Source: an optimization exercise on an open RTL-to-GDS flow (aim: small area, a short achievable clock period and few clock cycles per item). Production flows keep margins and buffers that such runs may drop. Where RTL was checked, it was by simulation tests only, not by an equivalence proof against the original.

Design logarithm, start of the top module:
module logarithm #(
	parameter n = 16,
	parameter m = 24,
	parameter k = 5 ,
	parameter p = 24
) (
	input        clk  ,  
	input        reset,  
	input        start,
	input  [0:n] x    ,
	output [1:p] y    ,
	output       done
);
Settings: LEC_CHECK=0, CAP_MARGIN=20, CORE_MARGIN=2, CORE_UTILIZATION=40, SETUP_SLACK_MARGIN=4.0, SLEW_MARGIN=60, SYNTH_HIERARCHICAL=1, SYNTH_MINIMUM_KEEP_SIZE=0; clock period 9.0 ns.
standard.sh (not shown) runs the stock make flow with config.mk's settings and CLKGATE_MAP_FILE= SYNTH_SCRIPT=/design/flow/synth_recipe.tcl, a recipe that flattens the netlist after the stock synthesis.
==> flow/flow/run.sh <==
#!/bin/bash
# Standard layout, with the smallest buffer on the ports instead of the
# delay buffer that buffer_ports picks by default.
set -e
export BUFFER_PORTS_ARGS="-buffer_cell sky130_fd_sc_hd__buf_1"
bash standard.sh finish > standard_flow.log 2>&1
==> next run, changes <==
--- a/flow/design.v
+++ b/flow/design.v
@@ -1571,40 +1571,31 @@
 	log_xor u_sum44 (pp_[44], cy[44], t[44]);
 	log_xor u_sum45 (pp_[45], cy[45], t[45]);
 	log_xor u_sum46 (pp_[46], cy[46], t[46]);
 	log_xor u_sum47 (pp_[47], cy[47], t[47]);
 	log_xor u_sum48 (pp_[48], cy[48], t[48]);
 	log_xor u_sum49 (pp_[49], cy[49], t[49]);
 	assign t[23:0] = 24'd0;
 	wire [25:0] s  = t[49:24];
 	wire        b  = f >= 24'd6949351;
-	wire ge1 = f >= 24'd742791;
-	wire ge2 = f >= 24'd1518468;
-	wire ge3 = f >= 24'd2328488;
-	wire ge4 = f >= 24'd3174369;
-	wire ge5 = f >= 24'd4057702;
-	wire ge6 = f >= 24'd4980142;
-	wire ge7 = f >= 24'd5943423;
-	wire ge8 = b;
-	wire ge9 = f >= 24'd7999816;
-	wire ge10 = f >= 24'd9096789;
-	wire ge11 = f >= 24'd10242329;
-	wire ge12 = f >= 24'd11438586;
-	wire ge13 = f >= 24'd12687807;
-	wire ge14 = f >= 24'd13992335;
-	wire ge15 = f >= 24'd15354619;
-	wire tb0 = ge8;
-	wire tb1 = (tb0 ? ge12 : ge4);
-	wire tb2 = (tb0 ? (tb1 ? ge14 : ge10) : (tb1 ? ge6 : ge2));
-	wire tb3 = (tb0 ? (tb1 ? (tb2 ? ge15 : ge13) : (tb2 ? ge11 : ge9)) : (tb1 ? (tb2 ? ge7 : ge5) : (tb2 ? ge3 : ge1)));
-	wire [3:0] tbits = {tb0, tb1, tb2, tb3};
-	reg  [20:0] sr;          
-	wire        dn = sr[20];
+	wire ge1 = f >= 24'd1518468;
+	wire ge2 = f >= 24'd3174369;
+	wire ge3 = f >= 24'd4980142;
+	wire ge4 = b;
+	wire ge5 = f >= 24'd9096789;
+	wire ge6 = f >= 24'd11438586;
+	wire ge7 = f >= 24'd13992335;
+	wire tb0 = ge4;
+	wire tb1 = (tb0 ? ge6 : ge2);
+	wire tb2 = (tb0 ? (tb1 ? ge7 : ge5) : (tb1 ? ge3 : ge1));
+	wire [2:0] tbits = {tb0, tb1, tb2};
+	reg  [21:0] sr;          
+	wire        dn = sr[21];
 	wire        sh = ~dn & b;      
 	wire        sk = ~dn & ~b;     
 	wire        hd = dn & ~start;  
 	wire [23:0] fh;
 	log_and u_hold0 (hd, f[0], fh[0]);
 	log_and u_hold1 (hd, f[1], fh[1]);
 	log_and u_hold2 (hd, f[2], fh[2]);
 	log_and u_hold3 (hd, f[3], fh[3]);
 	log_and u_hold4 (hd, f[4], fh[4]);
@@ -1650,28 +1641,28 @@
 	log_a22oi u_sel19 (sh, s[20], sk, s[19], fs[19]);
 	log_a22oi u_sel20 (sh, s[21], sk, s[20], fs[20]);
 	log_a22oi u_sel21 (sh, s[22], sk, s[21], fs[21]);
 	log_a22oi u_sel22 (sh, s[23], sk, s[22], fs[22]);
 	log_a22oi u_sel23 (sh, s[25], sk, s[23], fs[23]);
 	always @(posedge clk)
 		f <= ~fs | fh | ({24{start & x[0]}} & {x[1:n], {(m-n){1'b0}}});
 	always @(posedge clk or negedge reset) begin
 		if (~reset)
-			sr[20] <= 1'b1;
+			sr[21] <= 1'b1;
 		else if (start | ~dn)
-			sr[20] <= start ? 1'b0 : sr[19];
+			sr[21] <= start ? 1'b0 : sr[20];
 	end
 	always @(posedge clk) begin
 		if (start | ~dn)
-			sr[19:0] <= start ? 20'd1 : {sr[18:0], b};
+			sr[20:0] <= start ? 21'd1 : {sr[19:0], b};
 	end
 	assign done = dn;
-	assign y    = {sr[19:0], tbits};
+	assign y    = {sr[20:0], tbits};
 endmodule
 module log_fa (input a, input b, input c, output s, output co);
 	assign s  = a ^ b ^ c;
 	assign co = (a & b) | (a & c) | (b & c);
 endmodule
 module log_xor (input a, input b, output y);
 	assign y = a ^ b;
 endmodule
 module log_maj (input a, input b, input c, output y);
Effect: The new run went through all stages and came out clean. Non-clock buffer count shrinks by 51. Flip-flop and latch count grows by 1. Die area shrinks by 4.2%. Final area shrinks by 11%. Wire length shrinks by 22%. Synthesized cell count shrinks by 6.2%.
Testbench counts after the change, summed over its fixed seeds: cycles 36,800, items 1,600.
No functional check of the RTL was part of the first run of this note.

---

## amber
logarithm, a different RTL version from the one above (not shown whole).
Size in the first run: ~50 flip-flops, ~0.011 sq mm of cells after synthesis.
clock: 9.0 ns
lec_check: 0
cap_margin: 20
core_margin: 2
core_utilization: 40
cts_buf_list: sky130_fd_sc_hd__clkbuf_4 sky130_fd_sc_hd__clkbuf_8
setup_slack_margin: 3.8
slew_margin: 60
synth_hierarchical: 1
synth_minimum_keep_size: 0
Scripts as last shown in full above: flow/flow/run.sh
Input-level comparison between pepper and amber:
--- a/flow/design.v
+++ b/flow/design.v
@@ -1573,38 +1573,29 @@
 	log_xor u_sum46 (pp_[46], cy[46], t[46]);
 	log_xor u_sum47 (pp_[47], cy[47], t[47]);
 	log_xor u_sum48 (pp_[48], cy[48], t[48]);
 	log_xor u_sum49 (pp_[49], cy[49], t[49]);
 	assign t[23:0] = 24'd0;
 	wire [25:0] s  = t[49:24];
 	wire        b  = f >= 24'd6949351;
-	wire ge1 = f >= 24'd742791;
-	wire ge2 = f >= 24'd1518468;
-	wire ge3 = f >= 24'd2328488;
-	wire ge4 = f >= 24'd3174369;
-	wire ge5 = f >= 24'd4057702;
-	wire ge6 = f >= 24'd4980142;
-	wire ge7 = f >= 24'd5943423;
-	wire ge8 = b;
-	wire ge9 = f >= 24'd7999816;
-	wire ge10 = f >= 24'd9096789;
-	wire ge11 = f >= 24'd10242329;
-	wire ge12 = f >= 24'd11438586;
-	wire ge13 = f >= 24'd12687807;
-	wire ge14 = f >= 24'd13992335;
-	wire ge15 = f >= 24'd15354619;
-	wire tb0 = ge8;
-	wire tb1 = (tb0 ? ge12 : ge4);
-	wire tb2 = (tb0 ? (tb1 ? ge14 : ge10) : (tb1 ? ge6 : ge2));
-	wire tb3 = (tb0 ? (tb1 ? (tb2 ? ge15 : ge13) : (tb2 ? ge11 : ge9)) : (tb1 ? (tb2 ? ge7 : ge5) : (tb2 ? ge3 : ge1)));
-	wire [3:0] tbits = {tb0, tb1, tb2, tb3};
-	reg  [20:0] sr;          
-	reg  [3:0] q;           
+	wire ge1 = f >= 24'd1518468;
+	wire ge2 = f >= 24'd3174369;
+	wire ge3 = f >= 24'd4980142;
+	wire ge4 = b;
+	wire ge5 = f >= 24'd9096789;
+	wire ge6 = f >= 24'd11438586;
+	wire ge7 = f >= 24'd13992335;
+	wire tb0 = ge4;
+	wire tb1 = (tb0 ? ge6 : ge2);
+	wire tb2 = (tb0 ? (tb1 ? ge7 : ge5) : (tb1 ? ge3 : ge1));
+	wire [2:0] tbits = {tb0, tb1, tb2};
+	reg  [21:0] sr;          
+	reg  [2:0] q;           
 	reg         dn;          
-	wire        last = sr[20] & ~dn;
+	wire        last = sr[21] & ~dn;
 	wire        ld = dn;
 	wire        sh = ~ld & b;    
 	wire        sk = ~ld & ~b;   
 	wire [23:0] fs;              
 	log_a22oi u_sel0 (sh, s[1], sk, s[0], fs[0]);
 	log_a22oi u_sel1 (sh, s[2], sk, s[1], fs[1]);
 	log_a22oi u_sel2 (sh, s[3], sk, s[2], fs[2]);
@@ -1635,20 +1626,20 @@
 		if (~reset)
 			dn <= 1'b1;
 		else if (start | last)
 			dn <= ~start;
 	end
 	always @(posedge clk) begin
 		if (start | (~dn & ~last))
-			sr <= start ? 21'd1 : {sr[19:0], b};
+			sr <= start ? 22'd1 : {sr[20:0], b};
 		if (last)
 			q <= tbits;
 	end
 	assign done = dn;
-	assign y    = {sr[19:0], q};
+	assign y    = {sr[20:0], q};
 endmodule
 module log_fa (input a, input b, input c, output s, output co);
 	assign s  = a ^ b ^ c;
 	assign co = (a & b) | (a & c) | (b & c);
 endmodule
 module log_xor (input a, input b, output y);
 	assign y = a ^ b;
## What came out
- Compared to amber, pepper has met2 layer wire length in the routed design about 8% lower.
- pepper against amber: setup slack +27 ps, total length of routed wires -3900 microns, average instance area after synthesis +about 2.2%.
- The area occupied by registers was comparable across pepper and amber.
- Delta (pepper minus amber): via count of the first global-routing pass shrank by 826; cell area after layout shrank by 5.4%; global-route wire length before repair shrank by 5600 microns; final-stage net count shrank by 5.3%; period utilization shrank by 0.30 points.
- In the flow results for pepper and amber, the via-per-instance ratio is larger on amber.
Testbench counts of pepper, summed over its fixed seeds: cycles 38,400, items 1,600.
No functional check of the RTL was part of amber.

---

== run A ==
logarithm, a different RTL version from the one above (not shown whole).
Size in the first run: about 1300 cells after synthesis, ~50 flip-flops, roughly 45 I/O pins.
export LEC_CHECK = 0
export CAP_MARGIN = 20
export CORE_MARGIN = 2
export CORE_UTILIZATION = 40
export CTS_BUF_LIST = sky130_fd_sc_hd__clkbuf_4 sky130_fd_sc_hd__clkbuf_8
export SETUP_SLACK_MARGIN = 3.8
export SLEW_MARGIN = 60
export SYNTH_HIERARCHICAL = 1
export SYNTH_MINIMUM_KEEP_SIZE = 0
create_clock -name core_clock -period 9.0 [get_ports {clk}]
Scripts as last shown in full above: flow/flow/run.sh
Inputs modified between run A and run P:
diff --git a/flow/design.v b/flow/design.v
--- a/flow/design.v
+++ b/flow/design.v
@@ -1581,18 +1581,41 @@
 	wire ge2 = b;
 	wire ge3 = f >= 24'd11438586;
 	wire tb0 = ge2;
 	wire tb1 = (tb0 ? ge3 : ge1);
 	wire [1:0] tbits = {tb0, tb1};
 	reg  [22:0] sr;          
-	reg  [1:0] q;           
-	reg         dn;          
-	wire        last = sr[22] & ~dn;
-	wire        ld = dn;
-	wire        sh = ~ld & b;    
-	wire        sk = ~ld & ~b;   
+	wire        dn = sr[22];
+	wire        sh = ~dn & b;      
+	wire        sk = ~dn & ~b;     
+	wire        hd = dn & ~start;  
+	wire [23:0] fh;
+	log_and u_hold0 (hd, f[0], fh[0]);
+	log_and u_hold1 (hd, f[1], fh[1]);
+	log_and u_hold2 (hd, f[2], fh[2]);
+	log_and u_hold3 (hd, f[3], fh[3]);
+	log_and u_hold4 (hd, f[4], fh[4]);
+	log_and u_hold5 (hd, f[5], fh[5]);
+	log_and u_hold6 (hd, f[6], fh[6]);
+	log_and u_hold7 (hd, f[7], fh[7]);
+	log_and u_hold8 (hd, f[8], fh[8]);
+	log_and u_hold9 (hd, f[9], fh[9]);
+	log_and u_hold10 (hd, f[10], fh[10]);
+	log_and u_hold11 (hd, f[11], fh[11]);
+	log_and u_hold12 (hd, f[12], fh[12]);
+	log_and u_hold13 (hd, f[13], fh[13]);
+	log_and u_hold14 (hd, f[14], fh[14]);
+	log_and u_hold15 (hd, f[15], fh[15]);
+	log_and u_hold16 (hd, f[16], fh[16]);
+	log_and u_hold17 (hd, f[17], fh[17]);
+	log_and u_hold18 (hd, f[18], fh[18]);
+	log_and u_hold19 (hd, f[19], fh[19]);
+	log_and u_hold20 (hd, f[20], fh[20]);
+	log_and u_hold21 (hd, f[21], fh[21]);
+	log_and u_hold22 (hd, f[22], fh[22]);
+	log_and u_hold23 (hd, f[23], fh[23]);
 	wire [23:0] fs;              
 	log_a22oi u_sel0 (sh, s[1], sk, s[0], fs[0]);
 	log_a22oi u_sel1 (sh, s[2], sk, s[1], fs[1]);
 	log_a22oi u_sel2 (sh, s[3], sk, s[2], fs[2]);
 	log_a22oi u_sel3 (sh, s[4], sk, s[3], fs[3]);
 	log_a22oi u_sel4 (sh, s[5], sk, s[4], fs[4]);
@@ -1613,27 +1636,25 @@
 	log_a22oi u_sel19 (sh, s[20], sk, s[19], fs[19]);
 	log_a22oi u_sel20 (sh, s[21], sk, s[20], fs[20]);
 	log_a22oi u_sel21 (sh, s[22], sk, s[21], fs[21]);
 	log_a22oi u_sel22 (sh, s[23], sk, s[22], fs[22]);
 	log_a22oi u_sel23 (sh, s[25], sk, s[23], fs[23]);
 	always @(posedge clk)
-		f <= ~fs | ({24{ld & x[0]}} & {x[1:n], {(m-n){1'b0}}});
+		f <= ~fs | fh | ({24{start & x[0]}} & {x[1:n], {(m-n){1'b0}}});
 	always @(posedge clk or negedge reset) begin
 		if (~reset)
-			dn <= 1'b1;
-		else if (start | last)
-			dn <= ~start;
+			sr[22] <= 1'b1;
+		else if (start | ~dn)
+			sr[22] <= start ? 1'b0 : sr[21];
 	end
 	always @(posedge clk) begin
-		if (start | (~dn & ~last))
-			sr <= start ? 23'd1 : {sr[21:0], b};
-		if (last)
-			q <= tbits;
+		if (start | ~dn)
+			sr[21:0] <= start ? 22'd1 : {sr[20:0], b};
 	end
 	assign done = dn;
-	assign y    = {sr[21:0], q};
+	assign y    = {sr[21:0], tbits};
 endmodule
 module log_fa (input a, input b, input c, output s, output co);
 	assign s  = a ^ b ^ c;
 	assign co = (a & b) | (a & c) | (b & c);
 endmodule
 module log_xor (input a, input b, output y);
Results
Post-route worst setup slack sits lower in run P than in run A. There was hardly any difference in die outline width between run A and run P. Changes observed in run P relative to run A: placement row count has decreased, post-route cell area has increased.
No functional check of the RTL was part of any run of this note.

## re-timing with driven ports
Ports are ideal in the flow. The routed layouts listed here were re-timed in OpenROAD. Step 1, drivers: a clkbuf_16 drives clk and a buf_2 each remaining input, both assumed. Step 2 times the ports against the registers' clock, not the clock port: input delays grow and output delays shrink by t, the midpoint of the rising clock arrivals with the driver on. Three values: no drivers, after step 1, after step 2; two values: the first two.
run	shift t [ns]	slack for setup (ns)	latest minus earliest clock arrival (ns)
the first run of note 1	0.347	3.969 / 3.927 / 4.080	0.010 / 0.010
the second run of note 1	0.343	4.236 / 4.236 / 4.236	0.008 / 0.008
amber	0.365	4.053 / 4.053 / 4.053	0.008 / 0.008
pepper	0.350	4.080 / 4.080 / 4.080	0.016 / 0.016
run A	0.370	4.092 / 4.092 / 4.092	0.016 / 0.016
run P	0.339	4.042 / 4.042 / 4.042	0.015 / 0.015
After both steps setup and hold are still met in every run listed.
